This design comes from an exercise in tuning for small area on the open sky130 flow, not from production work.
Function was checked by simulation only, so behaviour that the tests miss may differ from the original.
Power and IR drop assume default switching activity.

==> flow/design.v, too long to show whole: its modules and the start of the top module <==
// module fan_top: 2535 lines
// module hadd: 9 lines
// module fadd: 10 lines
module fan_top (
    input clk,
    input rst_n,
    input i_valid,
    input [127:0] i_vn,
    input [1023:0] i_data,
    output o_valid,
    output [31:0] o_valid_bus,
    output [1023:0] o_data
);
  // ...
==> flow/flow/run.sh <==
#!/bin/bash
# The standard layout (standard.sh: standard synthesis, floorplan, power grid,
# placement, CTS, routing), with two settings changed:
#  - each port gets a buf_1 as its port buffer (BUFFER_PORTS_ARGS);
#  - clock tree: clkbuf_8 buffers, sinks clustered up to 16 within 60 um,
#    no dummy loads (CTS_ARGS).
# The make output goes to standard.log; each step's own log is in orfs/logs.
set -euo pipefail
bash standard.sh \
  "BUFFER_PORTS_ARGS=-buffer_cell sky130_fd_sc_hd__buf_1" \
  "CTS_ARGS=-sink_clustering_enable -repair_clock_nets -dont_use_dummy_load -sink_clustering_size 16 -sink_clustering_max_diameter 60 -buf_list sky130_fd_sc_hd__clkbuf_8" \
  finish > standard.log 2>&1
==> flow/standard.sh <==
#!/bin/bash
# synth_recipe.tcl (not shown) runs the flow's synth.tcl, then flattens the netlist and writes it again
# the make line also repeats each setting of config.mk as NAME=value (left out here)
make -C /OpenROAD-flow-scripts/flow DESIGN_CONFIG=/design/flow/config.mk WORK_HOME=/design/flow/orfs CLKGATE_MAP_FILE= SYNTH_SCRIPT=/design/flow/synth_recipe.tcl "${@:-finish}"
==> flow/config.mk <==
export PLATFORM = sky130hd
export DESIGN_NAME = fan_top
export DESIGN_NICKNAME = fan_top
export VERILOG_FILES = /design/flow/design.v
export SDC_FILE = /design/flow/constraint.sdc
export NUM_CORES = 8
export LEC_CHECK = 0
export CAP_MARGIN = 20
export CORE_MARGIN = 2
export CORE_UTILIZATION = 45
export PLACE_DENSITY = 0.6
export SLEW_MARGIN = 20
export SYNTH_HIERARCHICAL = 1
==> flow/constraint.sdc <==
create_clock -name core_clock -period 7.0 [get_ports {clk}]
set_input_delay 1.4000 -clock core_clock [delete_from_list [all_inputs] [get_ports {clk}]]
set_output_delay 1.4000 -clock core_clock [all_outputs]
set_load 0.01 [all_outputs]
==> run notes, run 1 <==
outcome finished clean; final net count 15,200; FF/Latch Area 130,000 um2; Most used DFF post-synth dfxtp_1; GRT Util Overall 31.7%; endpoints failing setup 0; Crit Path Category register to register; GPL Wtd Cong 0.996; post-DR vias/cell 4.81; CP required 8010 ps; Final ANT Viol Nets 0; compound-cell area share of the yosys netlist 2.86%; max layer used met5; Post-Place Cells 17,600; main combinational cell family by area after synthesis adder cells; R2R Setup Slk 400 ps; mux contribution to synthesized area 2.57%; die area 379,000 um2; Tapcell Cnt 4,972; post-CTS setup buffers 0; Synth top area share 76.8%; most used cell, CP fa_1; number of remaining DRC errors 0; sequential cell power 43.7 mW; met3 Use GR 5.63%; post-synthesis xor/xnor area fraction 1.05%; Worst Path Arrival 7610 ps; sequential cells 6,470
==> run 2, diff against run 1 <==
--- a/flow/design.v
+++ b/flow/design.v
@@ -342,5 +342,6 @@
     wire sl2_1_0 = ~q2[0];
     wire sl2_1_1 = (&q2[0:0]);
-    wire [9:0] l2_1 = ({10{sl2_1_0}} & r2_1[9:0]) | ({10{sl2_1_1}} & c2_0[9:0]);
+    wire [9:0] l2_1;
+    sel_or #(.N(10), .M(2)) u_sell2_1 (.d({c2_0[9:0], r2_1[9:0]}), .s({sl2_1_1, sl2_1_0}), .y(l2_1));
     wire sr2_1_0 = q2[1];
     wire [9:0] m2_1 = ({10{sr2_1_0}} & c2_2[9:0]);
@@ -381,8 +382,10 @@
     wire sl2_3_1 = (&q2[2:2]) & ~(&q2[2:1]);
     wire sl2_3_2 = (&q2[2:1]);
-    wire [6:0] l2_3 = ({7{sl2_3_0}} & r2_3[6:0]) | ({7{sl2_3_1}} & c2_2[6:0]) | ({7{sl2_3_2}} & c2_1[6:0]);
+    wire [6:0] l2_3;
+    sel_or #(.N(7), .M(3)) u_sell2_3 (.d({c2_1[6:0], c2_2[6:0], r2_3[6:0]}), .s({sl2_3_2, sl2_3_1, sl2_3_0}), .y(l2_3));
     wire sr2_3_0 = q2[3] & ~(&q2[5:4]);
     wire sr2_3_1 = q2[3] & (&q2[5:4]);
-    wire [6:0] m2_3 = ({7{sr2_3_0}} & c2_4[6:0]) | ({7{sr2_3_1}} & c2_5[6:0]);
+    wire [6:0] m2_3;
+    sel_or #(.N(7), .M(2)) u_selr2_3 (.d({c2_5[6:0], c2_4[6:0]}), .s({sr2_3_1, sr2_3_0}), .y(m2_3));
     wire [7:0] y2_3;
     wire [6:0] n2_3;
@@ -417,5 +420,6 @@
     wire sl2_5_0 = ~q2[4];
     wire sl2_5_1 = (&q2[4:4]);
-    wire [9:0] l2_5 = ({10{sl2_5_0}} & r2_5[9:0]) | ({10{sl2_5_1}} & c2_4[9:0]);
+    wire [9:0] l2_5;
+    sel_or #(.N(10), .M(2)) u_sell2_5 (.d({c2_4[9:0], r2_5[9:0]}), .s({sl2_5_1, sl2_5_0}), .y(l2_5));
     wire sr2_5_0 = q2[5];
     wire [9:0] m2_5 = ({10{sr2_5_0}} & c2_6[9:0]);
@@ -457,9 +461,11 @@
     wire sl2_7_2 = (&q2[6:5]) & ~(&q2[6:3]);
     wire sl2_7_3 = (&q2[6:3]);
-    wire [4:0] l2_7 = ({5{sl2_7_0}} & r2_7[4:0]) | ({5{sl2_7_1}} & c2_6[4:0]) | ({5{sl2_7_2}} & c2_5[4:0]) | ({5{sl2_7_3}} & c2_3[4:0]);
+    wire [4:0] l2_7;
+    sel_or #(.N(5), .M(4)) u_sell2_7 (.d({c2_3[4:0], c2_5[4:0], c2_6[4:0], r2_7[4:0]}), .s({sl2_7_3, sl2_7_2, sl2_7_1, sl2_7_0}), .y(l2_7));
     wire sr2_7_0 = q2[7] & ~(&q2[9:8]);
     wire sr2_7_1 = q2[7] & (&q2[9:8]) & ~(&q2[11:8]);
     wire sr2_7_2 = q2[7] & (&q2[11:8]);
-    wire [4:0] m2_7 = ({5{sr2_7_0}} & c2_8[4:0]) | ({5{sr2_7_1}} & c2_9[4:0]) | ({5{sr2_7_2}} & c2_11[4:0]);
+    wire [4:0] m2_7;
+    sel_or #(.N(5), .M(3)) u_selr2_7 (.d({c2_11[4:0], c2_9[4:0], c2_8[4:0]}), .s({sr2_7_2, sr2_7_1, sr2_7_0}), .y(m2_7));
     wire [5:0] y2_7;
     wire [4:0] n2_7;
@@ -492,5 +498,6 @@
     wire sl2_9_0 = ~q2[8];
     wire sl2_9_1 = (&q2[8:8]);
-    wire [9:0] l2_9 = ({10{sl2_9_0}} & r2_9[9:0]) | ({10{sl2_9_1}} & c2_8[9:0]);
+    wire [9:0] l2_9;
+    sel_or #(.N(10), .M(2)) u_sell2_9 (.d({c2_8[9:0], r2_9[9:0]}), .s({sl2_9_1, sl2_9_0}), .y(l2_9));
     wire sr2_9_0 = q2[9];
     wire [9:0] m2_9 = ({10{sr2_9_0}} & c2_10[9:0]);
@@ -531,8 +538,10 @@
     wire sl2_11_1 = (&q2[10:10]) & ~(&q2[10:9]);
     wire sl2_11_2 = (&q2[10:9]);
-    wire [6:0] l2_11 = ({7{sl2_11_0}} & r2_11[6:0]) | ({7{sl2_11_1}} & c2_10[6:0]) | ({7{sl2_11_2}} & c2_9[6:0]);
+    wire [6:0] l2_11;
+    sel_or #(.N(7), .M(3)) u_sell2_11 (.d({c2_9[6:0], c2_10[6:0], r2_11[6:0]}), .s({sl2_11_2, sl2_11_1, sl2_11_0}), .y(l2_11));
     wire sr2_11_0 = q2[11] & ~(&q2[13:12]);
     wire sr2_11_1 = q2[11] & (&q2[13:12]);
-    wire [6:0] m2_11 = ({7{sr2_11_0}} & c2_12[6:0]) | ({7{sr2_11_1}} & c2_13[6:0]);
+    wire [6:0] m2_11;
+    sel_or #(.N(7), .M(2)) u_selr2_11 (.d({c2_13[6:0], c2_12[6:0]}), .s({sr2_11_1, sr2_11_0}), .y(m2_11));
     wire [7:0] y2_11;
     wire [6:0] n2_11;
@@ -567,5 +576,6 @@
     wire sl2_13_0 = ~q2[12];
     wire sl2_13_1 = (&q2[12:12]);
-    wire [9:0] l2_13 = ({10{sl2_13_0}} & r2_13[9:0]) | ({10{sl2_13_1}} & c2_12[9:0]);
+    wire [9:0] l2_13;
+    sel_or #(.N(10), .M(2)) u_sell2_13 (.d({c2_12[9:0], r2_13[9:0]}), .s({sl2_13_1, sl2_13_0}), .y(l2_13));
     wire sr2_13_0 = q2[13];
     wire [9:0] m2_13 = ({10{sr2_13_0}} & c2_14[9:0]);
@@ -608,10 +618,12 @@
     wire sl2_15_3 = (&q2[14:11]) & ~(&q2[14:7]);
     wire sl2_15_4 = (&q2[14:7]);
-    wire [1:0] l2_15 = ({2{sl2_15_0}} & r2_15[1:0]) | ({2{sl2_15_1}} & c2_14[1:0]) | ({2{sl2_15_2}} & c2_13[1:0]) | ({2{sl2_15_3}} & c2_11[1:0]) | ({2{sl2_15_4}} & c2_7[1:0]);
+    wire [1:0] l2_15;
+    sel_or #(.N(2), .M(5)) u_sell2_15 (.d({c2_7[1:0], c2_11[1:0], c2_13[1:0], c2_14[1:0], r2_15[1:0]}), .s({sl2_15_4, sl2_15_3, sl2_15_2, sl2_15_1, sl2_15_0}), .y(l2_15));
     wire sr2_15_0 = q2[15] & ~(&q2[17:16]);
     wire sr2_15_1 = q2[15] & (&q2[17:16]) & ~(&q2[19:16]);
     wire sr2_15_2 = q2[15] & (&q2[19:16]) & ~(&q2[23:16]);
     wire sr2_15_3 = q2[15] & (&q2[23:16]);
-    wire [1:0] m2_15 = ({2{sr2_15_0}} & c2_16[1:0]) | ({2{sr2_15_1}} & c2_17[1:0]) | ({2{sr2_15_2}} & c2_19[1:0]) | ({2{sr2_15_3}} & c2_23[1:0]);
+    wire [1:0] m2_15;
+    sel_or #(.N(2), .M(4)) u_selr2_15 (.d({c2_23[1:0], c2_19[1:0], c2_17[1:0], c2_16[1:0]}), .s({sr2_15_3, sr2_15_2, sr2_15_1, sr2_15_0}), .y(m2_15));
     wire [2:0] y2_15;
     wire [1:0] n2_15;
@@ -641,5 +653,6 @@
     wire sl2_17_0 = ~q2[16];
     wire sl2_17_1 = (&q2[16:16]);
-    wire [9:0] l2_17 = ({10{sl2_17_0}} & r2_17[9:0]) | ({10{sl2_17_1}} & c2_16[9:0]);
+    wire [9:0] l2_17;
+    sel_or #(.N(10), .M(2)) u_sell2_17 (.d({c2_16[9:0], r2_17[9:0]}), .s({sl2_17_1, sl2_17_0}), .y(l2_17));
     wire sr2_17_0 = q2[17];
     wire [9:0] m2_17 = ({10{sr2_17_0}} & c2_18[9:0]);
@@ -680,8 +693,10 @@
     wire sl2_19_1 = (&q2[18:18]) & ~(&q2[18:17]);
     wire sl2_19_2 = (&q2[18:17]);
-    wire [6:0] l2_19 = ({7{sl2_19_0}} & r2_19[6:0]) | ({7{sl2_19_1}} & c2_18[6:0]) | ({7{sl2_19_2}} & c2_17[6:0]);
+    wire [6:0] l2_19;
+    sel_or #(.N(7), .M(3)) u_sell2_19 (.d({c2_17[6:0], c2_18[6:0], r2_19[6:0]}), .s({sl2_19_2, sl2_19_1, sl2_19_0}), .y(l2_19));
     wire sr2_19_0 = q2[19] & ~(&q2[21:20]);
     wire sr2_19_1 = q2[19] & (&q2[21:20]);
-    wire [6:0] m2_19 = ({7{sr2_19_0}} & c2_20[6:0]) | ({7{sr2_19_1}} & c2_21[6:0]);
+    wire [6:0] m2_19;
+    sel_or #(.N(7), .M(2)) u_selr2_19 (.d({c2_21[6:0], c2_20[6:0]}), .s({sr2_19_1, sr2_19_0}), .y(m2_19));
     wire [7:0] y2_19;
     wire [6:0] n2_19;
@@ -716,5 +731,6 @@
     wire sl2_21_0 = ~q2[20];
     wire sl2_21_1 = (&q2[20:20]);
-    wire [9:0] l2_21 = ({10{sl2_21_0}} & r2_21[9:0]) | ({10{sl2_21_1}} & c2_20[9:0]);
+    wire [9:0] l2_21;
+    sel_or #(.N(10), .M(2)) u_sell2_21 (.d({c2_20[9:0], r2_21[9:0]}), .s({sl2_21_1, sl2_21_0}), .y(l2_21));
     wire sr2_21_0 = q2[21];
     wire [9:0] m2_21 = ({10{sr2_21_0}} & c2_22[9:0]);
@@ -756,9 +772,11 @@
     wire sl2_23_2 = (&q2[22:21]) & ~(&q2[22:19]);
     wire sl2_23_3 = (&q2[22:19]);
-    wire [4:0] l2_23 = ({5{sl2_23_0}} & r2_23[4:0]) | ({5{sl2_23_1}} & c2_22[4:0]) | ({5{sl2_23_2}} & c2_21[4:0]) | ({5{sl2_23_3}} & c2_19[4:0]);
+    wire [4:0] l2_23;
+    sel_or #(.N(5), .M(4)) u_sell2_23 (.d({c2_19[4:0], c2_21[4:0], c2_22[4:0], r2_23[4:0]}), .s({sl2_23_3, sl2_23_2, sl2_23_1, sl2_23_0}), .y(l2_23));
     wire sr2_23_0 = q2[23] & ~(&q2[25:24]);
     wire sr2_23_1 = q2[23] & (&q2[25:24]) & ~(&q2[27:24]);
     wire sr2_23_2 = q2[23] & (&q2[27:24]);
-    wire [4:0] m2_23 = ({5{sr2_23_0}} & c2_24[4:0]) | ({5{sr2_23_1}} & c2_25[4:0]) | ({5{sr2_23_2}} & c2_27[4:0]);
+    wire [4:0] m2_23;
+    sel_or #(.N(5), .M(3)) u_selr2_23 (.d({c2_27[4:0], c2_25[4:0], c2_24[4:0]}), .s({sr2_23_2, sr2_23_1, sr2_23_0}), .y(m2_23));
     wire [5:0] y2_23;
     wire [4:0] n2_23;
@@ -791,5 +809,6 @@
     wire sl2_25_0 = ~q2[24];
     wire sl2_25_1 = (&q2[24:24]);
-    wire [9:0] l2_25 = ({10{sl2_25_0}} & r2_25[9:0]) | ({10{sl2_25_1}} & c2_24[9:0]);
+    wire [9:0] l2_25;
+    sel_or #(.N(10), .M(2)) u_sell2_25 (.d({c2_24[9:0], r2_25[9:0]}), .s({sl2_25_1, sl2_25_0}), .y(l2_25));
     wire sr2_25_0 = q2[25];
     wire [9:0] m2_25 = ({10{sr2_25_0}} & c2_26[9:0]);
@@ -830,8 +849,10 @@
     wire sl2_27_1 = (&q2[26:26]) & ~(&q2[26:25]);
     wire sl2_27_2 = (&q2[26:25]);
-    wire [6:0] l2_27 = ({7{sl2_27_0}} & r2_27[6:0]) | ({7{sl2_27_1}} & c2_26[6:0]) | ({7{sl2_27_2}} & c2_25[6:0]);
+    wire [6:0] l2_27;
+    sel_or #(.N(7), .M(3)) u_sell2_27 (.d({c2_25[6:0], c2_26[6:0], r2_27[6:0]}), .s({sl2_27_2, sl2_27_1, sl2_27_0}), .y(l2_27));
     wire sr2_27_0 = q2[27] & ~(&q2[29:28]);
     wire sr2_27_1 = q2[27] & (&q2[29:28]);
-    wire [6:0] m2_27 = ({7{sr2_27_0}} & c2_28[6:0]) | ({7{sr2_27_1}} & c2_29[6:0]);
+    wire [6:0] m2_27;
+    sel_or #(.N(7), .M(2)) u_selr2_27 (.d({c2_29[6:0], c2_28[6:0]}), .s({sr2_27_1, sr2_27_0}), .y(m2_27));
     wire [7:0] y2_27;
     wire [6:0] n2_27;
@@ -866,5 +887,6 @@
     wire sl2_29_0 = ~q2[28];
     wire sl2_29_1 = (&q2[28:28]);
-    wire [9:0] l2_29 = ({10{sl2_29_0}} & r2_29[9:0]) | ({10{sl2_29_1}} & c2_28[9:0]);
+    wire [9:0] l2_29;
+    sel_or #(.N(10), .M(2)) u_sell2_29 (.d({c2_28[9:0], r2_29[9:0]}), .s({sl2_29_1, sl2_29_0}), .y(l2_29));
     wire sr2_29_0 = q2[29];
     wire [9:0] m2_29 = ({10{sr2_29_0}} & c2_30[9:0]);
@@ -989,5 +1011,6 @@
     wire sl3_1_0 = ~q3[0];
     wire sl3_1_1 = (&q3[0:0]);
-    wire [20:10] l3_1 = ({11{sl3_1_0}} & r3_1[20:10]) | ({11{sl3_1_1}} & c3_0[20:10]);
+    wire [20:10] l3_1;
+    sel_or #(.N(11), .M(2)) u_sell3_1 (.d({c3_0[20:10], r3_1[20:10]}), .s({sl3_1_1, sl3_1_0}), .y(l3_1));
     wire sr3_1_0 = q3[1];
     wire [20:10] m3_1 = ({11{sr3_1_0}} & c3_2[20:10]);
@@ -1031,8 +1054,10 @@
     wire sl3_3_1 = (&q3[2:2]) & ~(&q3[2:1]);
     wire sl3_3_2 = (&q3[2:1]);
-    wire [16:7] l3_3 = ({10{sl3_3_0}} & r3_3[16:7]) | ({10{sl3_3_1}} & c3_2[16:7]) | ({10{sl3_3_2}} & c3_1[16:7]);
+    wire [16:7] l3_3;
+    sel_or #(.N(10), .M(3)) u_sell3_3 (.d({c3_1[16:7], c3_2[16:7], r3_3[16:7]}), .s({sl3_3_2, sl3_3_1, sl3_3_0}), .y(l3_3));
     wire sr3_3_0 = q3[3] & ~(&q3[5:4]);
     wire sr3_3_1 = q3[3] & (&q3[5:4]);
-    wire [16:7] m3_3 = ({10{sr3_3_0}} & c3_4[16:7]) | ({10{sr3_3_1}} & c3_5[16:7]);
+    wire [16:7] m3_3;
+    sel_or #(.N(10), .M(2)) u_selr3_3 (.d({c3_5[16:7], c3_4[16:7]}), .s({sr3_3_1, sr3_3_0}), .y(m3_3));
     wire [17:7] y3_3;
     assign y3_3[7] = k3_3;
@@ -1072,5 +1097,6 @@
     wire sl3_5_0 = ~q3[4];
     wire sl3_5_1 = (&q3[4:4]);
-    wire [20:10] l3_5 = ({11{sl3_5_0}} & r3_5[20:10]) | ({11{sl3_5_1}} & c3_4[20:10]);
+    wire [20:10] l3_5;
+    sel_or #(.N(11), .M(2)) u_sell3_5 (.d({c3_4[20:10], r3_5[20:10]}), .s({sl3_5_1, sl3_5_0}), .y(l3_5));
     wire sr3_5_0 = q3[5];
     wire [20:10] m3_5 = ({11{sr3_5_0}} & c3_6[20:10]);
@@ -1115,9 +1141,11 @@
     wire sl3_7_2 = (&q3[6:5]) & ~(&q3[6:3]);
     wire sl3_7_3 = (&q3[6:3]);
-    wire [13:5] l3_7 = ({9{sl3_7_0}} & r3_7[13:5]) | ({9{sl3_7_1}} & c3_6[13:5]) | ({9{sl3_7_2}} & c3_5[13:5]) | ({9{sl3_7_3}} & c3_3[13:5]);
+    wire [13:5] l3_7;
+    sel_or #(.N(9), .M(4)) u_sell3_7 (.d({c3_3[13:5], c3_5[13:5], c3_6[13:5], r3_7[13:5]}), .s({sl3_7_3, sl3_7_2, sl3_7_1, sl3_7_0}), .y(l3_7));
     wire sr3_7_0 = q3[7] & ~(&q3[9:8]);
     wire sr3_7_1 = q3[7] & (&q3[9:8]) & ~(&q3[11:8]);
     wire sr3_7_2 = q3[7] & (&q3[11:8]);
-    wire [13:5] m3_7 = ({9{sr3_7_0}} & c3_8[13:5]) | ({9{sr3_7_1}} & c3_9[13:5]) | ({9{sr3_7_2}} & c3_11[13:5]);
+    wire [13:5] m3_7;
+    sel_or #(.N(9), .M(3)) u_selr3_7 (.d({c3_11[13:5], c3_9[13:5], c3_8[13:5]}), .s({sr3_7_2, sr3_7_1, sr3_7_0}), .y(m3_7));
     wire [14:5] y3_7;
     assign y3_7[5] = k3_7;
@@ -1156,5 +1184,6 @@
     wire sl3_9_0 = ~q3[8];
     wire sl3_9_1 = (&q3[8:8]);
-    wire [20:10] l3_9 = ({11{sl3_9_0}} & r3_9[20:10]) | ({11{sl3_9_1}} & c3_8[20:10]);
+    wire [20:10] l3_9;
+    sel_or #(.N(11), .M(2)) u_sell3_9 (.d({c3_8[20:10], r3_9[20:10]}), .s({sl3_9_1, sl3_9_0}), .y(l3_9));
     wire sr3_9_0 = q3[9];
     wire [20:10] m3_9 = ({11{sr3_9_0}} & c3_10[20:10]);
@@ -1198,8 +1227,10 @@
     wire sl3_11_1 = (&q3[10:10]) & ~(&q3[10:9]);
     wire sl3_11_2 = (&q3[10:9]);
-    wire [16:7] l3_11 = ({10{sl3_11_0}} & r3_11[16:7]) | ({10{sl3_11_1}} & c3_10[16:7]) | ({10{sl3_11_2}} & c3_9[16:7]);
+    wire [16:7] l3_11;
+    sel_or #(.N(10), .M(3)) u_sell3_11 (.d({c3_9[16:7], c3_10[16:7], r3_11[16:7]}), .s({sl3_11_2, sl3_11_1, sl3_11_0}), .y(l3_11));
     wire sr3_11_0 = q3[11] & ~(&q3[13:12]);
     wire sr3_11_1 = q3[11] & (&q3[13:12]);
-    wire [16:7] m3_11 = ({10{sr3_11_0}} & c3_12[16:7]) | ({10{sr3_11_1}} & c3_13[16:7]);
+    wire [16:7] m3_11;
+    sel_or #(.N(10), .M(2)) u_selr3_11 (.d({c3_13[16:7], c3_12[16:7]}), .s({sr3_11_1, sr3_11_0}), .y(m3_11));
     wire [17:7] y3_11;
     assign y3_11[7] = k3_11;
@@ -1239,5 +1270,6 @@
     wire sl3_13_0 = ~q3[12];
     wire sl3_13_1 = (&q3[12:12]);
-    wire [20:10] l3_13 = ({11{sl3_13_0}} & r3_13[20:10]) | ({11{sl3_13_1}} & c3_12[20:10]);
+    wire [20:10] l3_13;
+    sel_or #(.N(11), .M(2)) u_sell3_13 (.d({c3_12[20:10], r3_13[20:10]}), .s({sl3_13_1, sl3_13_0}), .y(l3_13));
     wire sr3_13_0 = q3[13];
     wire [20:10] m3_13 = ({11{sr3_13_0}} & c3_14[20:10]);
@@ -1283,10 +1315,12 @@
     wire sl3_15_3 = (&q3[14:11]) & ~(&q3[14:7]);
     wire sl3_15_4 = (&q3[14:7]);
-    wire [10:2] l3_15 = ({9{sl3_15_0}} & r3_15[10:2]) | ({9{sl3_15_1}} & c3_14[10:2]) | ({9{sl3_15_2}} & c3_13[10:2]) | ({9{sl3_15_3}} & c3_11[10:2]) | ({9{sl3_15_4}} & c3_7[10:2]);
+    wire [10:2] l3_15;
+    sel_or #(.N(9), .M(5)) u_sell3_15 (.d({c3_7[10:2], c3_11[10:2], c3_13[10:2], c3_14[10:2], r3_15[10:2]}), .s({sl3_15_4, sl3_15_3, sl3_15_2, sl3_15_1, sl3_15_0}), .y(l3_15));
     wire sr3_15_0 = q3[15] & ~(&q3[17:16]);
     wire sr3_15_1 = q3[15] & (&q3[17:16]) & ~(&q3[19:16]);
     wire sr3_15_2 = q3[15] & (&q3[19:16]) & ~(&q3[23:16]);
     wire sr3_15_3 = q3[15] & (&q3[23:16]);
-    wire [10:2] m3_15 = ({9{sr3_15_0}} & c3_16[10:2]) | ({9{sr3_15_1}} & c3_17[10:2]) | ({9{sr3_15_2}} & c3_19[10:2]) | ({9{sr3_15_3}} & c3_23[10:2]);
+    wire [10:2] m3_15;
+    sel_or #(.N(9), .M(4)) u_selr3_15 (.d({c3_23[10:2], c3_19[10:2], c3_17[10:2], c3_16[10:2]}), .s({sr3_15_3, sr3_15_2, sr3_15_1, sr3_15_0}), .y(m3_15));
     wire [11:2] y3_15;
     assign y3_15[2] = k3_15;
@@ -1325,5 +1359,6 @@
     wire sl3_17_0 = ~q3[16];
     wire sl3_17_1 = (&q3[16:16]);
-    wire [20:10] l3_17 = ({11{sl3_17_0}} & r3_17[20:10]) | ({11{sl3_17_1}} & c3_16[20:10]);
+    wire [20:10] l3_17;
+    sel_or #(.N(11), .M(2)) u_sell3_17 (.d({c3_16[20:10], r3_17[20:10]}), .s({sl3_17_1, sl3_17_0}), .y(l3_17));
     wire sr3_17_0 = q3[17];
     wire [20:10] m3_17 = ({11{sr3_17_0}} & c3_18[20:10]);
@@ -1367,8 +1402,10 @@
     wire sl3_19_1 = (&q3[18:18]) & ~(&q3[18:17]);
     wire sl3_19_2 = (&q3[18:17]);
-    wire [16:7] l3_19 = ({10{sl3_19_0}} & r3_19[16:7]) | ({10{sl3_19_1}} & c3_18[16:7]) | ({10{sl3_19_2}} & c3_17[16:7]);
+    wire [16:7] l3_19;
+    sel_or #(.N(10), .M(3)) u_sell3_19 (.d({c3_17[16:7], c3_18[16:7], r3_19[16:7]}), .s({sl3_19_2, sl3_19_1, sl3_19_0}), .y(l3_19));
     wire sr3_19_0 = q3[19] & ~(&q3[21:20]);
     wire sr3_19_1 = q3[19] & (&q3[21:20]);
-    wire [16:7] m3_19 = ({10{sr3_19_0}} & c3_20[16:7]) | ({10{sr3_19_1}} & c3_21[16:7]);
+    wire [16:7] m3_19;
+    sel_or #(.N(10), .M(2)) u_selr3_19 (.d({c3_21[16:7], c3_20[16:7]}), .s({sr3_19_1, sr3_19_0}), .y(m3_19));
     wire [17:7] y3_19;
     assign y3_19[7] = k3_19;
@@ -1408,5 +1445,6 @@
     wire sl3_21_0 = ~q3[20];
     wire sl3_21_1 = (&q3[20:20]);
-    wire [20:10] l3_21 = ({11{sl3_21_0}} & r3_21[20:10]) | ({11{sl3_21_1}} & c3_20[20:10]);
+    wire [20:10] l3_21;
+    sel_or #(.N(11), .M(2)) u_sell3_21 (.d({c3_20[20:10], r3_21[20:10]}), .s({sl3_21_1, sl3_21_0}), .y(l3_21));
     wire sr3_21_0 = q3[21];
     wire [20:10] m3_21 = ({11{sr3_21_0}} & c3_22[20:10]);
@@ -1451,9 +1489,11 @@
     wire sl3_23_2 = (&q3[22:21]) & ~(&q3[22:19]);
     wire sl3_23_3 = (&q3[22:19]);
-    wire [13:5] l3_23 = ({9{sl3_23_0}} & r3_23[13:5]) | ({9{sl3_23_1}} & c3_22[13:5]) | ({9{sl3_23_2}} & c3_21[13:5]) | ({9{sl3_23_3}} & c3_19[13:5]);
+    wire [13:5] l3_23;
+    sel_or #(.N(9), .M(4)) u_sell3_23 (.d({c3_19[13:5], c3_21[13:5], c3_22[13:5], r3_23[13:5]}), .s({sl3_23_3, sl3_23_2, sl3_23_1, sl3_23_0}), .y(l3_23));
     wire sr3_23_0 = q3[23] & ~(&q3[25:24]);
     wire sr3_23_1 = q3[23] & (&q3[25:24]) & ~(&q3[27:24]);
     wire sr3_23_2 = q3[23] & (&q3[27:24]);
-    wire [13:5] m3_23 = ({9{sr3_23_0}} & c3_24[13:5]) | ({9{sr3_23_1}} & c3_25[13:5]) | ({9{sr3_23_2}} & c3_27[13:5]);
+    wire [13:5] m3_23;
+    sel_or #(.N(9), .M(3)) u_selr3_23 (.d({c3_27[13:5], c3_25[13:5], c3_24[13:5]}), .s({sr3_23_2, sr3_23_1, sr3_23_0}), .y(m3_23));
     wire [14:5] y3_23;
     assign y3_23[5] = k3_23;
@@ -1492,5 +1532,6 @@
     wire sl3_25_0 = ~q3[24];
     wire sl3_25_1 = (&q3[24:24]);
-    wire [20:10] l3_25 = ({11{sl3_25_0}} & r3_25[20:10]) | ({11{sl3_25_1}} & c3_24[20:10]);
+    wire [20:10] l3_25;
+    sel_or #(.N(11), .M(2)) u_sell3_25 (.d({c3_24[20:10], r3_25[20:10]}), .s({sl3_25_1, sl3_25_0}), .y(l3_25));
     wire sr3_25_0 = q3[25];
     wire [20:10] m3_25 = ({11{sr3_25_0}} & c3_26[20:10]);
@@ -1534,8 +1575,10 @@
     wire sl3_27_1 = (&q3[26:26]) & ~(&q3[26:25]);
     wire sl3_27_2 = (&q3[26:25]);
-    wire [16:7] l3_27 = ({10{sl3_27_0}} & r3_27[16:7]) | ({10{sl3_27_1}} & c3_26[16:7]) | ({10{sl3_27_2}} & c3_25[16:7]);
+    wire [16:7] l3_27;
+    sel_or #(.N(10), .M(3)) u_sell3_27 (.d({c3_25[16:7], c3_26[16:7], r3_27[16:7]}), .s({sl3_27_2, sl3_27_1, sl3_27_0}), .y(l3_27));
     wire sr3_27_0 = q3[27] & ~(&q3[29:28]);
     wire sr3_27_1 = q3[27] & (&q3[29:28]);
-    wire [16:7] m3_27 = ({10{sr3_27_0}} & c3_28[16:7]) | ({10{sr3_27_1}} & c3_29[16:7]);
+    wire [16:7] m3_27;
+    sel_or #(.N(10), .M(2)) u_selr3_27 (.d({c3_29[16:7], c3_28[16:7]}), .s({sr3_27_1, sr3_27_0}), .y(m3_27));
     wire [17:7] y3_27;
     assign y3_27[7] = k3_27;
@@ -1575,5 +1618,6 @@
     wire sl3_29_0 = ~q3[28];
     wire sl3_29_1 = (&q3[28:28]);
-    wire [20:10] l3_29 = ({11{sl3_29_0}} & r3_29[20:10]) | ({11{sl3_29_1}} & c3_28[20:10]);
+    wire [20:10] l3_29;
+    sel_or #(.N(11), .M(2)) u_sell3_29 (.d({c3_28[20:10], r3_29[20:10]}), .s({sl3_29_1, sl3_29_0}), .y(l3_29));
     wire sr3_29_0 = q3[29];
     wire [20:10] m3_29 = ({11{sr3_29_0}} & c3_30[20:10]);
@@ -1695,5 +1739,6 @@
     wire sl4_1_0 = ~q4[0];
     wire sl4_1_1 = (&q4[0:0]);
-    wire [31:21] l4_1 = ({11{sl4_1_0}} & r4_1[31:21]) | ({11{sl4_1_1}} & c4_0[31:21]);
+    wire [31:21] l4_1;
+    sel_or #(.N(11), .M(2)) u_sell4_1 (.d({c4_0[31:21], r4_1[31:21]}), .s({sl4_1_1, sl4_1_0}), .y(l4_1));
     wire sr4_1_0 = q4[1];
     wire [31:21] m4_1 = ({11{sr4_1_0}} & c4_2[31:21]);
@@ -1729,8 +1774,10 @@
     wire sl4_3_1 = (&q4[2:2]) & ~(&q4[2:1]);
     wire sl4_3_2 = (&q4[2:1]);
-    wire [26:17] l4_3 = ({10{sl4_3_0}} & r4_3[26:17]) | ({10{sl4_3_1}} & c4_2[26:17]) | ({10{sl4_3_2}} & c4_1[26:17]);
+    wire [26:17] l4_3;
+    sel_or #(.N(10), .M(3)) u_sell4_3 (.d({c4_1[26:17], c4_2[26:17], r4_3[26:17]}), .s({sl4_3_2, sl4_3_1, sl4_3_0}), .y(l4_3));
     wire sr4_3_0 = q4[3] & ~(&q4[5:4]);
     wire sr4_3_1 = q4[3] & (&q4[5:4]);
-    wire [26:17] m4_3 = ({10{sr4_3_0}} & c4_4[26:17]) | ({10{sr4_3_1}} & c4_5[26:17]);
+    wire [26:17] m4_3;
+    sel_or #(.N(10), .M(2)) u_selr4_3 (.d({c4_5[26:17], c4_4[26:17]}), .s({sr4_3_1, sr4_3_0}), .y(m4_3));
     wire [27:17] y4_3;
     assign y4_3[17] = k4_3;
@@ -1764,5 +1811,6 @@
     wire sl4_5_0 = ~q4[4];
     wire sl4_5_1 = (&q4[4:4]);
-    wire [31:21] l4_5 = ({11{sl4_5_0}} & r4_5[31:21]) | ({11{sl4_5_1}} & c4_4[31:21]);
+    wire [31:21] l4_5;
+    sel_or #(.N(11), .M(2)) u_sell4_5 (.d({c4_4[31:21], r4_5[31:21]}), .s({sl4_5_1, sl4_5_0}), .y(l4_5));
     wire sr4_5_0 = q4[5];
     wire [31:21] m4_5 = ({11{sr4_5_0}} & c4_6[31:21]);
@@ -1799,9 +1847,11 @@
     wire sl4_7_2 = (&q4[6:5]) & ~(&q4[6:3]);
     wire sl4_7_3 = (&q4[6:3]);
-    wire [22:14] l4_7 = ({9{sl4_7_0}} & r4_7[22:14]) | ({9{sl4_7_1}} & c4_6[22:14]) | ({9{sl4_7_2}} & c4_5[22:14]) | ({9{sl4_7_3}} & c4_3[22:14]);
+    wire [22:14] l4_7;
+    sel_or #(.N(9), .M(4)) u_sell4_7 (.d({c4_3[22:14], c4_5[22:14], c4_6[22:14], r4_7[22:14]}), .s({sl4_7_3, sl4_7_2, sl4_7_1, sl4_7_0}), .y(l4_7));
     wire sr4_7_0 = q4[7] & ~(&q4[9:8]);
     wire sr4_7_1 = q4[7] & (&q4[9:8]) & ~(&q4[11:8]);
     wire sr4_7_2 = q4[7] & (&q4[11:8]);
-    wire [22:14] m4_7 = ({9{sr4_7_0}} & c4_8[22:14]) | ({9{sr4_7_1}} & c4_9[22:14]) | ({9{sr4_7_2}} & c4_11[22:14]);
+    wire [22:14] m4_7;
+    sel_or #(.N(9), .M(3)) u_selr4_7 (.d({c4_11[22:14], c4_9[22:14], c4_8[22:14]}), .s({sr4_7_2, sr4_7_1, sr4_7_0}), .y(m4_7));
     wire [23:14] y4_7;
     assign y4_7[14] = k4_7;
@@ -1834,5 +1884,6 @@
     wire sl4_9_0 = ~q4[8];
     wire sl4_9_1 = (&q4[8:8]);
-    wire [31:21] l4_9 = ({11{sl4_9_0}} & r4_9[31:21]) | ({11{sl4_9_1}} & c4_8[31:21]);
+    wire [31:21] l4_9;
+    sel_or #(.N(11), .M(2)) u_sell4_9 (.d({c4_8[31:21], r4_9[31:21]}), .s({sl4_9_1, sl4_9_0}), .y(l4_9));
     wire sr4_9_0 = q4[9];
     wire [31:21] m4_9 = ({11{sr4_9_0}} & c4_10[31:21]);
@@ -1868,8 +1919,10 @@
     wire sl4_11_1 = (&q4[10:10]) & ~(&q4[10:9]);
     wire sl4_11_2 = (&q4[10:9]);
-    wire [26:17] l4_11 = ({10{sl4_11_0}} & r4_11[26:17]) | ({10{sl4_11_1}} & c4_10[26:17]) | ({10{sl4_11_2}} & c4_9[26:17]);
+    wire [26:17] l4_11;
+    sel_or #(.N(10), .M(3)) u_sell4_11 (.d({c4_9[26:17], c4_10[26:17], r4_11[26:17]}), .s({sl4_11_2, sl4_11_1, sl4_11_0}), .y(l4_11));
     wire sr4_11_0 = q4[11] & ~(&q4[13:12]);
     wire sr4_11_1 = q4[11] & (&q4[13:12]);
-    wire [26:17] m4_11 = ({10{sr4_11_0}} & c4_12[26:17]) | ({10{sr4_11_1}} & c4_13[26:17]);
+    wire [26:17] m4_11;
+    sel_or #(.N(10), .M(2)) u_selr4_11 (.d({c4_13[26:17], c4_12[26:17]}), .s({sr4_11_1, sr4_11_0}), .y(m4_11));
     wire [27:17] y4_11;
     assign y4_11[17] = k4_11;
@@ -1903,5 +1956,6 @@
     wire sl4_13_0 = ~q4[12];
     wire sl4_13_1 = (&q4[12:12]);
-    wire [31:21] l4_13 = ({11{sl4_13_0}} & r4_13[31:21]) | ({11{sl4_13_1}} & c4_12[31:21]);
+    wire [31:21] l4_13;
+    sel_or #(.N(11), .M(2)) u_sell4_13 (.d({c4_12[31:21], r4_13[31:21]}), .s({sl4_13_1, sl4_13_0}), .y(l4_13));
     wire sr4_13_0 = q4[13];
     wire [31:21] m4_13 = ({11{sr4_13_0}} & c4_14[31:21]);
@@ -1939,10 +1993,12 @@
     wire sl4_15_3 = (&q4[14:11]) & ~(&q4[14:7]);
     wire sl4_15_4 = (&q4[14:7]);
-    wire [19:11] l4_15 = ({9{sl4_15_0}} & r4_15[19:11]) | ({9{sl4_15_1}} & c4_14[19:11]) | ({9{sl4_15_2}} & c4_13[19:11]) | ({9{sl4_15_3}} & c4_11[19:11]) | ({9{sl4_15_4}} & c4_7[19:11]);
+    wire [19:11] l4_15;
+    sel_or #(.N(9), .M(5)) u_sell4_15 (.d({c4_7[19:11], c4_11[19:11], c4_13[19:11], c4_14[19:11], r4_15[19:11]}), .s({sl4_15_4, sl4_15_3, sl4_15_2, sl4_15_1, sl4_15_0}), .y(l4_15));
     wire sr4_15_0 = q4[15] & ~(&q4[17:16]);
     wire sr4_15_1 = q4[15] & (&q4[17:16]) & ~(&q4[19:16]);
     wire sr4_15_2 = q4[15] & (&q4[19:16]) & ~(&q4[23:16]);
     wire sr4_15_3 = q4[15] & (&q4[23:16]);
-    wire [19:11] m4_15 = ({9{sr4_15_0}} & c4_16[19:11]) | ({9{sr4_15_1}} & c4_17[19:11]) | ({9{sr4_15_2}} & c4_19[19:11]) | ({9{sr4_15_3}} & c4_23[19:11]);
+    wire [19:11] m4_15;
+    sel_or #(.N(9), .M(4)) u_selr4_15 (.d({c4_23[19:11], c4_19[19:11], c4_17[19:11], c4_16[19:11]}), .s({sr4_15_3, sr4_15_2, sr4_15_1, sr4_15_0}), .y(m4_15));
     wire [20:11] y4_15;
     assign y4_15[11] = k4_15;
@@ -1975,5 +2031,6 @@
     wire sl4_17_0 = ~q4[16];
     wire sl4_17_1 = (&q4[16:16]);
-    wire [31:21] l4_17 = ({11{sl4_17_0}} & r4_17[31:21]) | ({11{sl4_17_1}} & c4_16[31:21]);
+    wire [31:21] l4_17;
+    sel_or #(.N(11), .M(2)) u_sell4_17 (.d({c4_16[31:21], r4_17[31:21]}), .s({sl4_17_1, sl4_17_0}), .y(l4_17));
     wire sr4_17_0 = q4[17];
     wire [31:21] m4_17 = ({11{sr4_17_0}} & c4_18[31:21]);
@@ -2009,8 +2066,10 @@
     wire sl4_19_1 = (&q4[18:18]) & ~(&q4[18:17]);
     wire sl4_19_2 = (&q4[18:17]);
-    wire [26:17] l4_19 = ({10{sl4_19_0}} & r4_19[26:17]) | ({10{sl4_19_1}} & c4_18[26:17]) | ({10{sl4_19_2}} & c4_17[26:17]);
+    wire [26:17] l4_19;
+    sel_or #(.N(10), .M(3)) u_sell4_19 (.d({c4_17[26:17], c4_18[26:17], r4_19[26:17]}), .s({sl4_19_2, sl4_19_1, sl4_19_0}), .y(l4_19));
     wire sr4_19_0 = q4[19] & ~(&q4[21:20]);
     wire sr4_19_1 = q4[19] & (&q4[21:20]);
-    wire [26:17] m4_19 = ({10{sr4_19_0}} & c4_20[26:17]) | ({10{sr4_19_1}} & c4_21[26:17]);
+    wire [26:17] m4_19;
+    sel_or #(.N(10), .M(2)) u_selr4_19 (.d({c4_21[26:17], c4_20[26:17]}), .s({sr4_19_1, sr4_19_0}), .y(m4_19));
     wire [27:17] y4_19;
     assign y4_19[17] = k4_19;
@@ -2044,5 +2103,6 @@
     wire sl4_21_0 = ~q4[20];
     wire sl4_21_1 = (&q4[20:20]);
-    wire [31:21] l4_21 = ({11{sl4_21_0}} & r4_21[31:21]) | ({11{sl4_21_1}} & c4_20[31:21]);
+    wire [31:21] l4_21;
+    sel_or #(.N(11), .M(2)) u_sell4_21 (.d({c4_20[31:21], r4_21[31:21]}), .s({sl4_21_1, sl4_21_0}), .y(l4_21));
     wire sr4_21_0 = q4[21];
     wire [31:21] m4_21 = ({11{sr4_21_0}} & c4_22[31:21]);
@@ -2079,9 +2139,11 @@
     wire sl4_23_2 = (&q4[22:21]) & ~(&q4[22:19]);
     wire sl4_23_3 = (&q4[22:19]);
-    wire [22:14] l4_23 = ({9{sl4_23_0}} & r4_23[22:14]) | ({9{sl4_23_1}} & c4_22[22:14]) | ({9{sl4_23_2}} & c4_21[22:14]) | ({9{sl4_23_3}} & c4_19[22:14]);
+    wire [22:14] l4_23;
+    sel_or #(.N(9), .M(4)) u_sell4_23 (.d({c4_19[22:14], c4_21[22:14], c4_22[22:14], r4_23[22:14]}), .s({sl4_23_3, sl4_23_2, sl4_23_1, sl4_23_0}), .y(l4_23));
     wire sr4_23_0 = q4[23] & ~(&q4[25:24]);
     wire sr4_23_1 = q4[23] & (&q4[25:24]) & ~(&q4[27:24]);
     wire sr4_23_2 = q4[23] & (&q4[27:24]);
-    wire [22:14] m4_23 = ({9{sr4_23_0}} & c4_24[22:14]) | ({9{sr4_23_1}} & c4_25[22:14]) | ({9{sr4_23_2}} & c4_27[22:14]);
+    wire [22:14] m4_23;
+    sel_or #(.N(9), .M(3)) u_selr4_23 (.d({c4_27[22:14], c4_25[22:14], c4_24[22:14]}), .s({sr4_23_2, sr4_23_1, sr4_23_0}), .y(m4_23));
     wire [23:14] y4_23;
     assign y4_23[14] = k4_23;
@@ -2114,5 +2176,6 @@
     wire sl4_25_0 = ~q4[24];
     wire sl4_25_1 = (&q4[24:24]);
-    wire [31:21] l4_25 = ({11{sl4_25_0}} & r4_25[31:21]) | ({11{sl4_25_1}} & c4_24[31:21]);
+    wire [31:21] l4_25;
+    sel_or #(.N(11), .M(2)) u_sell4_25 (.d({c4_24[31:21], r4_25[31:21]}), .s({sl4_25_1, sl4_25_0}), .y(l4_25));
     wire sr4_25_0 = q4[25];
     wire [31:21] m4_25 = ({11{sr4_25_0}} & c4_26[31:21]);
@@ -2148,8 +2211,10 @@
     wire sl4_27_1 = (&q4[26:26]) & ~(&q4[26:25]);
     wire sl4_27_2 = (&q4[26:25]);
-    wire [26:17] l4_27 = ({10{sl4_27_0}} & r4_27[26:17]) | ({10{sl4_27_1}} & c4_26[26:17]) | ({10{sl4_27_2}} & c4_25[26:17]);
+    wire [26:17] l4_27;
+    sel_or #(.N(10), .M(3)) u_sell4_27 (.d({c4_25[26:17], c4_26[26:17], r4_27[26:17]}), .s({sl4_27_2, sl4_27_1, sl4_27_0}), .y(l4_27));
     wire sr4_27_0 = q4[27] & ~(&q4[29:28]);
     wire sr4_27_1 = q4[27] & (&q4[29:28]);
-    wire [26:17] m4_27 = ({10{sr4_27_0}} & c4_28[26:17]) | ({10{sr4_27_1}} & c4_29[26:17]);
+    wire [26:17] m4_27;
+    sel_or #(.N(10), .M(2)) u_selr4_27 (.d({c4_29[26:17], c4_28[26:17]}), .s({sr4_27_1, sr4_27_0}), .y(m4_27));
     wire [27:17] y4_27;
     assign y4_27[17] = k4_27;
@@ -2183,5 +2248,6 @@
     wire sl4_29_0 = ~q4[28];
     wire sl4_29_1 = (&q4[28:28]);
-    wire [31:21] l4_29 = ({11{sl4_29_0}} & r4_29[31:21]) | ({11{sl4_29_1}} & c4_28[31:21]);
+    wire [31:21] l4_29;
+    sel_or #(.N(11), .M(2)) u_sell4_29 (.d({c4_28[31:21], r4_29[31:21]}), .s({sl4_29_1, sl4_29_0}), .y(l4_29));
     wire sr4_29_0 = q4[29];
     wire [31:21] m4_29 = ({11{sr4_29_0}} & c4_30[31:21]);
@@ -2258,8 +2324,10 @@
     wire sl5_3_1 = (&q5[2:2]) & ~(&q5[2:1]);
     wire sl5_3_2 = (&q5[2:1]);
-    wire [31:27] l5_3 = ({5{sl5_3_0}} & r5_3[31:27]) | ({5{sl5_3_1}} & r5_2[31:27]) | ({5{sl5_3_2}} & r5_1[31:27]);
+    wire [31:27] l5_3;
+    sel_or #(.N(5), .M(3)) u_sell5_3 (.d({r5_1[31:27], r5_2[31:27], r5_3[31:27]}), .s({sl5_3_2, sl5_3_1, sl5_3_0}), .y(l5_3));
     wire sr5_3_0 = q5[3] & ~(&q5[5:4]);
     wire sr5_3_1 = q5[3] & (&q5[5:4]);
-    wire [31:27] m5_3 = ({5{sr5_3_0}} & r5_4[31:27]) | ({5{sr5_3_1}} & r5_5[31:27]);
+    wire [31:27] m5_3;
+    sel_or #(.N(5), .M(2)) u_selr5_3 (.d({r5_5[31:27], r5_4[31:27]}), .s({sr5_3_1, sr5_3_0}), .y(m5_3));
     wire [31:27] y5_3;
     assign y5_3[27] = k5_3;
@@ -2274,9 +2342,11 @@
     wire sl5_7_2 = (&q5[6:5]) & ~(&q5[6:3]);
     wire sl5_7_3 = (&q5[6:3]);
-    wire [31:23] l5_7 = ({9{sl5_7_0}} & r5_7[31:23]) | ({9{sl5_7_1}} & r5_6[31:23]) | ({9{sl5_7_2}} & r5_5[31:23]) | ({9{sl5_7_3}} & c5_3[31:23]);
+    wire [31:23] l5_7;
+    sel_or #(.N(9), .M(4)) u_sell5_7 (.d({c5_3[31:23], r5_5[31:23], r5_6[31:23], r5_7[31:23]}), .s({sl5_7_3, sl5_7_2, sl5_7_1, sl5_7_0}), .y(l5_7));
     wire sr5_7_0 = q5[7] & ~(&q5[9:8]);
     wire sr5_7_1 = q5[7] & (&q5[9:8]) & ~(&q5[11:8]);
     wire sr5_7_2 = q5[7] & (&q5[11:8]);
-    wire [31:23] m5_7 = ({9{sr5_7_0}} & r5_8[31:23]) | ({9{sr5_7_1}} & r5_9[31:23]) | ({9{sr5_7_2}} & c5_11[31:23]);
+    wire [31:23] m5_7;
+    sel_or #(.N(9), .M(3)) u_selr5_7 (.d({c5_11[31:23], r5_9[31:23], r5_8[31:23]}), .s({sr5_7_2, sr5_7_1, sr5_7_0}), .y(m5_7));
     wire [31:23] y5_7;
     assign y5_7[23] = k5_7;
@@ -2294,8 +2364,10 @@
     wire sl5_11_1 = (&q5[10:10]) & ~(&q5[10:9]);
     wire sl5_11_2 = (&q5[10:9]);
-    wire [31:27] l5_11 = ({5{sl5_11_0}} & r5_11[31:27]) | ({5{sl5_11_1}} & r5_10[31:27]) | ({5{sl5_11_2}} & r5_9[31:27]);
+    wire [31:27] l5_11;
+    sel_or #(.N(5), .M(3)) u_sell5_11 (.d({r5_9[31:27], r5_10[31:27], r5_11[31:27]}), .s({sl5_11_2, sl5_11_1, sl5_11_0}), .y(l5_11));
     wire sr5_11_0 = q5[11] & ~(&q5[13:12]);
     wire sr5_11_1 = q5[11] & (&q5[13:12]);
-    wire [31:27] m5_11 = ({5{sr5_11_0}} & r5_12[31:27]) | ({5{sr5_11_1}} & r5_13[31:27]);
+    wire [31:27] m5_11;
+    sel_or #(.N(5), .M(2)) u_selr5_11 (.d({r5_13[31:27], r5_12[31:27]}), .s({sr5_11_1, sr5_11_0}), .y(m5_11));
     wire [31:27] y5_11;
     assign y5_11[27] = k5_11;
@@ -2311,10 +2383,12 @@
     wire sl5_15_3 = (&q5[14:11]) & ~(&q5[14:7]);
     wire sl5_15_4 = (&q5[14:7]);
-    wire [28:20] l5_15 = ({9{sl5_15_0}} & r5_15[28:20]) | ({9{sl5_15_1}} & r5_14[28:20]) | ({9{sl5_15_2}} & r5_13[28:20]) | ({9{sl5_15_3}} & c5_11[28:20]) | ({9{sl5_15_4}} & c5_7[28:20]);
+    wire [28:20] l5_15;
+    sel_or #(.N(9), .M(5)) u_sell5_15 (.d({c5_7[28:20], c5_11[28:20], r5_13[28:20], r5_14[28:20], r5_15[28:20]}), .s({sl5_15_4, sl5_15_3, sl5_15_2, sl5_15_1, sl5_15_0}), .y(l5_15));
     wire sr5_15_0 = q5[15] & ~(&q5[17:16]);
     wire sr5_15_1 = q5[15] & (&q5[17:16]) & ~(&q5[19:16]);
     wire sr5_15_2 = q5[15] & (&q5[19:16]) & ~(&q5[23:16]);
     wire sr5_15_3 = q5[15] & (&q5[23:16]);
-    wire [28:20] m5_15 = ({9{sr5_15_0}} & r5_16[28:20]) | ({9{sr5_15_1}} & r5_17[28:20]) | ({9{sr5_15_2}} & c5_19[28:20]) | ({9{sr5_15_3}} & c5_23[28:20]);
+    wire [28:20] m5_15;
+    sel_or #(.N(9), .M(4)) u_selr5_15 (.d({c5_23[28:20], c5_19[28:20], r5_17[28:20], r5_16[28:20]}), .s({sr5_15_3, sr5_15_2, sr5_15_1, sr5_15_0}), .y(m5_15));
     wire [29:20] y5_15;
     assign y5_15[20] = k5_15;
@@ -2334,8 +2408,10 @@
     wire sl5_19_1 = (&q5[18:18]) & ~(&q5[18:17]);
     wire sl5_19_2 = (&q5[18:17]);
-    wire [31:27] l5_19 = ({5{sl5_19_0}} & r5_19[31:27]) | ({5{sl5_19_1}} & r5_18[31:27]) | ({5{sl5_19_2}} & r5_17[31:27]);
+    wire [31:27] l5_19;
+    sel_or #(.N(5), .M(3)) u_sell5_19 (.d({r5_17[31:27], r5_18[31:27], r5_19[31:27]}), .s({sl5_19_2, sl5_19_1, sl5_19_0}), .y(l5_19));
     wire sr5_19_0 = q5[19] & ~(&q5[21:20]);
     wire sr5_19_1 = q5[19] & (&q5[21:20]);
-    wire [31:27] m5_19 = ({5{sr5_19_0}} & r5_20[31:27]) | ({5{sr5_19_1}} & r5_21[31:27]);
+    wire [31:27] m5_19;
+    sel_or #(.N(5), .M(2)) u_selr5_19 (.d({r5_21[31:27], r5_20[31:27]}), .s({sr5_19_1, sr5_19_0}), .y(m5_19));
     wire [31:27] y5_19;
     assign y5_19[27] = k5_19;
@@ -2350,9 +2426,11 @@
     wire sl5_23_2 = (&q5[22:21]) & ~(&q5[22:19]);
     wire sl5_23_3 = (&q5[22:19]);
-    wire [31:23] l5_23 = ({9{sl5_23_0}} & r5_23[31:23]) | ({9{sl5_23_1}} & r5_22[31:23]) | ({9{sl5_23_2}} & r5_21[31:23]) | ({9{sl5_23_3}} & c5_19[31:23]);
+    wire [31:23] l5_23;
+    sel_or #(.N(9), .M(4)) u_sell5_23 (.d({c5_19[31:23], r5_21[31:23], r5_22[31:23], r5_23[31:23]}), .s({sl5_23_3, sl5_23_2, sl5_23_1, sl5_23_0}), .y(l5_23));
     wire sr5_23_0 = q5[23] & ~(&q5[25:24]);
     wire sr5_23_1 = q5[23] & (&q5[25:24]) & ~(&q5[27:24]);
     wire sr5_23_2 = q5[23] & (&q5[27:24]);
-    wire [31:23] m5_23 = ({9{sr5_23_0}} & r5_24[31:23]) | ({9{sr5_23_1}} & r5_25[31:23]) | ({9{sr5_23_2}} & c5_27[31:23]);
+    wire [31:23] m5_23;
+    sel_or #(.N(9), .M(3)) u_selr5_23 (.d({c5_27[31:23], r5_25[31:23], r5_24[31:23]}), .s({sr5_23_2, sr5_23_1, sr5_23_0}), .y(m5_23));
     wire [31:23] y5_23;
     assign y5_23[23] = k5_23;
@@ -2370,8 +2448,10 @@
     wire sl5_27_1 = (&q5[26:26]) & ~(&q5[26:25]);
     wire sl5_27_2 = (&q5[26:25]);
-    wire [31:27] l5_27 = ({5{sl5_27_0}} & r5_27[31:27]) | ({5{sl5_27_1}} & r5_26[31:27]) | ({5{sl5_27_2}} & r5_25[31:27]);
+    wire [31:27] l5_27;
+    sel_or #(.N(5), .M(3)) u_sell5_27 (.d({r5_25[31:27], r5_26[31:27], r5_27[31:27]}), .s({sl5_27_2, sl5_27_1, sl5_27_0}), .y(l5_27));
     wire sr5_27_0 = q5[27] & ~(&q5[29:28]);
     wire sr5_27_1 = q5[27] & (&q5[29:28]);
-    wire [31:27] m5_27 = ({5{sr5_27_0}} & r5_28[31:27]) | ({5{sr5_27_1}} & r5_29[31:27]);
+    wire [31:27] m5_27;
+    sel_or #(.N(5), .M(2)) u_selr5_27 (.d({r5_29[31:27], r5_28[31:27]}), .s({sr5_27_1, sr5_27_0}), .y(m5_27));
     wire [31:27] y5_27;
     assign y5_27[27] = k5_27;
@@ -2422,10 +2502,12 @@
     wire sl6_15_3 = (&q6[14:11]) & ~(&q6[14:7]);
     wire sl6_15_4 = (&q6[14:7]);
-    wire [31:29] l6_15 = ({3{sl6_15_0}} & r6_15[31:29]) | ({3{sl6_15_1}} & r6_14[31:29]) | ({3{sl6_15_2}} & r6_13[31:29]) | ({3{sl6_15_3}} & r6_11[31:29]) | ({3{sl6_15_4}} & r6_7[31:29]);
+    wire [31:29] l6_15;
+    sel_or #(.N(3), .M(5)) u_sell6_15 (.d({r6_7[31:29], r6_11[31:29], r6_13[31:29], r6_14[31:29], r6_15[31:29]}), .s({sl6_15_4, sl6_15_3, sl6_15_2, sl6_15_1, sl6_15_0}), .y(l6_15));
     wire sr6_15_0 = q6[15] & ~(&q6[17:16]);
     wire sr6_15_1 = q6[15] & (&q6[17:16]) & ~(&q6[19:16]);
     wire sr6_15_2 = q6[15] & (&q6[19:16]) & ~(&q6[23:16]);
     wire sr6_15_3 = q6[15] & (&q6[23:16]);
-    wire [31:29] m6_15 = ({3{sr6_15_0}} & r6_16[31:29]) | ({3{sr6_15_1}} & r6_17[31:29]) | ({3{sr6_15_2}} & r6_19[31:29]) | ({3{sr6_15_3}} & r6_23[31:29]);
+    wire [31:29] m6_15;
+    sel_or #(.N(3), .M(4)) u_selr6_15 (.d({r6_23[31:29], r6_19[31:29], r6_17[31:29], r6_16[31:29]}), .s({sr6_15_3, sr6_15_2, sr6_15_1, sr6_15_0}), .y(m6_15));
     wire [31:29] y6_15;
     assign y6_15[29] = k6_15;
@@ -2535,4 +2617,16 @@
     assign o_data[992 +: 32] = r7_31;
 endmodule
+module sel_or #(parameter N = 1, parameter M = 2) (
+    input [N*M-1:0] d,
+    input [M-1:0] s,
+    output reg [N-1:0] y
+);
+    integer i;
+    always @(*) begin
+        y = {N{1'b0}};
+        for (i = 0; i < M; i = i + 1)
+            y = y | (d[i*N +: N] & {N{s[i]}});
+    end
+endmodule
 module hadd (
     input a,
==> run notes, run 2 <==
Fin. Hold Viols 0 (unchanged); adder-cell area share of the yosys netlist 11.4% (was 11.3%); root buf cell clkbuf_8 (unchanged); die area 377,000 um2 (was 379,000 um2); Worst Path Arrival 7110 ps (was 7610 ps); CTS tree done (unchanged); Post-Synthesis Cell Area 167,000 um2 (was 168,000 um2); RSZ-0062 raised after global routing no (unchanged); total wire length 600,000 um (was 612,000 um); Crit Path Category register to register (unchanged); mux contribution to synthesized area 0.0478% (was 2.57%); area grow syn2layout 12.1% (was 12.8%); pin count of the biggest net entering global routing 30 (was 34); Peak VDD IR 0.000211 V (was 0.000216 V); Final Cycle Share 88.1% (was 94.2%); Rel. slew slack 22.5% (was 10.4%); # fillers 31,600 (was 31,800); first-pass GRT wire length 775,000 um (was 798,000 um); CP required 7940 ps (was 8010 ps); critical path buffer and inverter count 3 (was 2); final worst path period need 6170 ps (was 6600 ps); pwr dens 346 nW/um2 (was 343 nW/um2); met1 usage 41.8% (was 38.9%); post-synthesis xor/xnor area fraction 0.973% (was 1.05%); most frequent cell after synthesis dfxtp_1 (unchanged); most common cell after layout, fill and taps aside dfxtp_1 (unchanged); Synth cell types 41 (was 51); post-DR vias/cell 4.89 (was 4.81); worst-path fanout max 17 (was 13); Reg clk slew, reported paths 100 ps (about the same); top cells by count, synth dfxtp_1, fa_1, and2_1 (unchanged); detailed-route via count 87,000 (was 87,800); Most used DFF post-synth dfxtp_1 (unchanged); Port-buffer cells 2,211 (unchanged); GRT Util Overall 31.0% (was 31.7%); die height 614 um (was 616 um); ys async rst share 0.124% (unchanged); FF/Latch Area 130,000 um2 (about the same); post-cts sizing count 0 (unchanged); slowest library cell on the worst path dfxtp_1 (was a222oi_1); final net count 14,800 (was 15,200); compound-cell area share of the yosys netlist 4.77% (was 2.86%); pre-CTS WS 926 ps (was 652 ps); layout cells sized above 1 5.00% (was 6.59%); width of the die 614 um (was 616 um); area of the multi-input gates 35,100 um2 (was 37,400 um2); met3 Use GR 5.51% (was 5.63%); setup slack after layout 834 ps (was 404 ps); Max Slew Vio Count 0 (unchanged); wire per inst 33.8 um (was 33.5 um); Synth Net Count 12,300 (was 12,700); Power Total 64.9 mW (was 65.2 mW); H-tree Lvls 5 (unchanged); Hold Path Class primary input to async pin (unchanged); Clk Latency, worst-skew pair 1140 ps (was 1160 ps); most used cell, CP fa_1 (unchanged); Critical Path Source Type register (unchanged); Core Footprint 370,000 um2 (was 372,000 um2); Clock Tree Buf Depth 4 (unchanged); flops & latches, synth 6,470 (unchanged); most area-consuming cells after synthesis dfxtp_1, fa_1, and2_1 (unchanged); First-pass DRT Iterations 10 (was 9); most frequent cells in the layout dfxtp_1, buf_1, fa_1 (unchanged); Synth top area share 77.3% (was 76.8%); grt peak-use layer met2 (unchanged); Top Ports 2,212 (unchanged); number of remaining DRC errors 0 (unchanged); met2 Use GR 48.2% (was 52.2%); post-synthesis sequential area ratio 77.4% (was 76.9%); vias in the first global route 88,900 (was 90,800); Ys Warns 22 (was 7); post-placement cell area 181,000 um2 (was 183,000 um2); post-route setup TNS 0 ps (unchanged); Top delay family on crit path adder cells (unchanged); initial antenna violation count 291 (was 295); simple-gate share of the synthesized area 3.78% (was 4.43%); drt initial violations 8,722 (was 7,685); main combinational cell family by area after synthesis adder cells (unchanged); grt ovf 0 (unchanged); EDFF count, synth 0 (unchanged); endpoints failing setup 0 (unchanged); Setup crit start q3[26] (was q4[27]); DP HPWL 506,000 um (was 519,000 um); post-layout instance area 188,000 um2 (was 190,000 um2); maxcap violations 0 (unchanged); outcome finished clean (unchanged); Cells after Synth 10,200 (was 10,500); fmax 162 MHz (was 152 MHz); critical-path cell list inv_1 -> nor2_1 -> a222oi_1 -> inv_1 -> fa_1 -> a222oi_1 -> inv_1 -> fa_1 -> fa_1 -> fa_1 -> fa_1 -> fa_1 -> fa_1 -> fa_1 (was a21oi_1 -> a222oi_1 -> buf_4 -> inv_1 -> fa_1 -> fa_1 -> fa_1 -> fa_1 -> fa_1 -> fa_1 -> fa_1 -> fa_1 -> fa_1); cell taking the most area after synthesis dfxtp_1 (unchanged); post-CTS setup buffers 0 (unchanged); CTS Hold Buffers Added 0 (unchanged); CTS Sinks 6,470 (unchanged); synthesized area per cell 16.5 um2 (was 16.0 um2); Initial Utilization 45.3% (was 45.2%); TritonCTS Buffers 477 (was 480); reg2reg start q3[26] (was q4[27]); slowest stage delay, CP 750 ps (was 1070 ps); slew of the pin with the lowest slew margin 1150 ps (was 1340 ps); hold_ws 215 ps (was 170 ps); Static Leak 78.0 nW (was 78.3 nW); GPL Wtd Cong 0.989 (was 0.996); skew final 146 ps (was 159 ps); crit end category register (unchanged); Site Rows 223 (was 224); Final ANT Viol Nets 0 (unchanged)
[run 2: worst reg2reg max path, delay by kind of cell, from the launching register on]
family          cells  cell delay [ps]
fa+ha+maj           8             3310
simple gates        1              740
flops               1              750
compound gates      2              500
buf+inv             3              680
[run 2: routing by layer]
metal  up-vias  share of wire [%]
li1      37800                  -
met1     44100                 42
met2      4006                 46
met3      1046                6.7
met4        12                5.4
met5         -              0.012
[run 2: report_power, final]
group          switching [mW]  internal, mW  leakage [nW]
registers                3.07          40.7          54.5
logic                    2.64          1.38          20.0
clock network            11.1          6.06          3.43
total                    16.8          48.2          78.0
[run 2: final timing paths]
path / to / slack (ps) / cells after the start
max in group asynchronous: r_v[6] / 6480 / 1
setup reg to reg: r4_23[13] / 830 / 14
min in group core_clock: r3_8[17] / 230 / 0
hold / removal: r_v[3] / 220 / 1
setup / recovery: r4_23[13] / 830 / 14
hold reg to reg: r3_8[17] / 230 / 0
[run 2: modules after synthesis, one instance, submodules excluded, a selection]
module   flops+latches  cells inside  times used  area, um2
hadd                 0             1          31       12.5
fadd                 0             1         930       20.0
fan_top           6470          7880           1     138000
[run 2: per-stage QoR]
step                util, %  instances
floorplan                 -      10200
global placement       48.9      17200
detailed placement     48.9      17200
CTS                    50.7      17600
global route           50.7      17700
finish                 50.8      17800
[run 2: cell families (layout without fill, tap and decap cells)]
| group | after synthesis | in the layout |
|---|---|---|
| muxes | 8 | 8 |
| other | 0 | 137 |
| buffers and inverters | 483 | 3032 |
| and+or+nand+nor | 1111 | 1111 |
| DFF | 6470 | 6470 |
| adders and majority gates | 961 | 961 |
| xor gates and xnor gates | 186 | 186 |
| AOI/OAI and AO/OA | 931 | 931 |
[run 2: layout make-up]
cell class                 instances  share of cell area [%]
timing repair buffer            2302                    4.80
multi-input combinational       3197                    18.7
inverter                         253                   0.506
sequential                      6470                    69.0
antenna                          137                   0.183
clock buffer                     477                    3.50
tap                             4950                    3.30

## separate check: timing with driven ports
The results above use ideal ports. As a check the final layouts listed here were re-extracted and re-timed, cells and wires unchanged. Step 1 sets driving cells, clkbuf_16 on the clock port and buf_2 on the other inputs (assumed; they add their load-dependent delay and slew). Step 2 times the ports against the registers' clock, not the clock port: input delays grow and output delays shrink by t, the midpoint of the rising clock arrivals with the driver on. a / b / c = ideal ports / drivers / drivers and shift; a / b = the first two.
run	t (ns)	setup slack, ns	clock arrival spread, ns	slew at the worst register clock pin (ns)	cell pins on the clock port's net
run 1	1.200	0.404 / 0.404 / 0.404	0.182 / 0.181	0.11 / 0.11	1
run 2	1.196	0.834 / 0.834 / 0.834	0.169 / 0.169	0.11 / 0.11	1
After both steps setup and hold are still met in every run listed.
